Context: an optimization exercise on an open-source flow, tuned for small area and a short achievable clock period. The choices shown serve that exercise and are no tape-out recipe.
Function was checked by simulation only, so behaviour that the tests miss may differ from the original.

Setup of lane 1:
## FFT_R4_16p
module FFT_R4_16p (
    input wire clk, reset,
    input wire in_valid,
    input wire signed [31:0] in_data_real,
    input wire signed [31:0] in_data_im,
    output wire out_valid,
    output wire signed [31:0] bf2_output_0_real, bf2_output_1_real, bf2_output_2_real, bf2_output_3_real,
    output wire signed [31:0] bf2_output_0_im, bf2_output_1_im, bf2_output_2_im, bf2_output_3_im
);
  reg  [3:0]  cnt;                  
  reg  [63:0] t0d, t1d, t2d, t3d;   
  reg  [3:0]  t0n, t1n, t2n;        
  reg         t0v, t1v, t2v;
  reg  [1:0]  hc;                   
  reg  [3:0]  sel;                  
  reg  [1:0]  sn1;                  
  wire [1:0] hn = hc + 2'd1;
  wire ns0 = in_valid & (cnt[1:0] == hn);
  wire ns1 = t0v & (t0n[1:0] == hn);
  wire ns2 = t1v & (t1n[1:0] == hn);
  wire ns3 = t2v & (t2n[1:0] == hn);
  always @(posedge clk or posedge reset) begin
    if (reset) begin
      cnt <= 4'd0;
      t0v <= 1'b0; t1v <= 1'b0; t2v <= 1'b0;
      hc  <= 2'd0;
      sel <= 4'd0;
    end else begin
      if (in_valid) cnt <= cnt + 4'd1;
      t0v <= in_valid;
      t1v <= t0v; t2v <= t1v;
      hc  <= hn;
      sel <= {ns3, ns2, ns1, ns0};
    end
  end
  always @(posedge clk) begin
    t0d <= {in_data_real, in_data_im};
    t0n <= cnt;
    t1d <= t0d; t1n <= t0n;
    t2d <= t1d; t2n <= t1n;
    t3d <= t2d;
    sn1 <= ns0 ? cnt[3:2] : ns1 ? t0n[3:2] : ns2 ? t1n[3:2] : t2n[3:2];
  ...
==> flow/config.mk <==
export PLATFORM = sky130hd
export DESIGN_NAME = FFT_R4_16p
export DESIGN_NICKNAME = FFT_R4_16p
export VERILOG_FILES = /design/flow/design.v
export SDC_FILE = /design/flow/constraint.sdc
export NUM_CORES = 8
export LEC_CHECK = 0
export ABC_AREA = 1
export CAP_MARGIN = 20
export CORE_MARGIN = 2
export CORE_UTILIZATION = 40
export CTS_CLUSTER_DIAMETER = 60
export CTS_CLUSTER_SIZE = 30
export PLACE_DENSITY = 0.45
export SLEW_MARGIN = 20
==> flow/constraint.sdc <==
create_clock -name core_clock -period 100.0 [get_ports {clk}]
set_input_delay 20.0000 -clock core_clock [delete_from_list [all_inputs] [get_ports {clk}]]
set_output_delay 20.0000 -clock core_clock [all_outputs]
set_load 0.01 [all_outputs]
standard.sh (not shown) runs the stock make flow with config.mk's settings and CLKGATE_MAP_FILE= SYNTH_SCRIPT=/design/flow/synth_recipe.tcl, a recipe that flattens the netlist after the stock synthesis.
==> flow/flow/run.sh <==
#!/bin/bash
# Own layout flow: the standard flow (standard.sh) with these changes to
# how the layout is made:
#  - synthesis is ORFS's, run through synth_recipe.tcl as standard (so
#    -nofsm -noshare, flattening and renaming as standard), with two
#    changes to the mapping of the combinational logic: ABC uses
#    flow/abc_area.script (area-oriented amap) instead of ORFS's
#    abc_area.script, and adders keep Yosys's default carry network
#    (SYNTH_OPERATIONS_ARGS set, so no Kogge-Stone -extra-map). Registers
#    are mapped before either step, as in the standard synthesis, so they
#    keep their names, count and cell types;
#  - the port buffers are buf_4 cells instead of the resizer's default pick;
#  - timing repair (floorplan, CTS, global route) works to a setup slack
#    margin, so that it speeds up the slowest paths although the 100 ns
#    clock is met anyway. The SDC (clock period, I/O delays) is the standard flow's.
# Each tool's full output goes to a log file in this folder.
set -euo pipefail
HERE=$(pwd)
rm -rf "$HERE/scripts_abc"
cp -r "$FLOW_HOME/scripts" "$HERE/scripts_abc"
cp "$HERE/flow/abc_area.script" "$HERE/scripts_abc/abc_area.script"
SCRIPTS_DIR="$HERE/scripts_abc" SYNTH_OPERATIONS_ARGS="-nofsm" bash standard.sh synth > synth.log 2>&1
export BUFFER_PORTS_ARGS="-buffer_cell sky130_fd_sc_hd__buf_4"
export SETUP_SLACK_MARGIN=78.65
bash standard.sh > layout.log 2>&1
==> flow/flow/abc_area.script <==
&get -n
&st
&syn3
&dch -f
&put
amap
strash
dch -f
amap
topo
stime -c
buffer -c
upsize -c
dnsize -c
Lane 1 ended with every stage complete and zero timing, DRC or antenna violations.
The inputs of lane 2 differ from those of lane 1 as listed below.
diff --git a/flow/flow/run.sh b/flow/flow/run.sh
--- a/flow/flow/run.sh
+++ b/flow/flow/run.sh
@@ -23,3 +23,3 @@
 export BUFFER_PORTS_ARGS="-buffer_cell sky130_fd_sc_hd__buf_4"
-export SETUP_SLACK_MARGIN=78.65
+export SETUP_SLACK_MARGIN=78.4
 bash standard.sh > layout.log 2>&1
Results
Lane 1 → lane 2: global-route wire length before repair saw a decrease; number of antenna violations at the first check in global routing saw a decrease; maximum single-stage delay on the critical path saw an increase; register-to-register slack saw a decrease. Looking at critical path's slowest cell, the sky130_fd_sc_hd__dfxtp_4 result is from lane 1; the sky130_fd_sc_hd__dfxtp_2 one comes from lane 2. Diff lane 1..lane 2 | final-layout worst hold slack | negligible. Cmp lane 2 and lane 1 / routed wire length / higher: lane 1.

-- afterwards: timing with drivers on the ports --
In the flow no input, the clock included, has a driving cell. The finished layouts below were timed again as built, in two steps.
Step 1 assumes that a clkbuf_16 drives the clock port and a buf_2 every other input.
Step 2, shift: input delay + t, output delay - t, t = (earliest + latest rising clock arrival at the registers) / 2. This alone moves slack from input paths to output paths.
Slacks: no drivers / after step 1 / after step 2; pairs: no drivers / after step 1.
run	t (ns)	setup slack, ns	worst data-port slew with drivers (ns)
lane 1	1.059	78.504 / 78.384 / 79.094	0.05
lane 2	1.060	78.401 / 78.282 / 79.086	0.05
After both steps setup and hold are still met in every run listed.
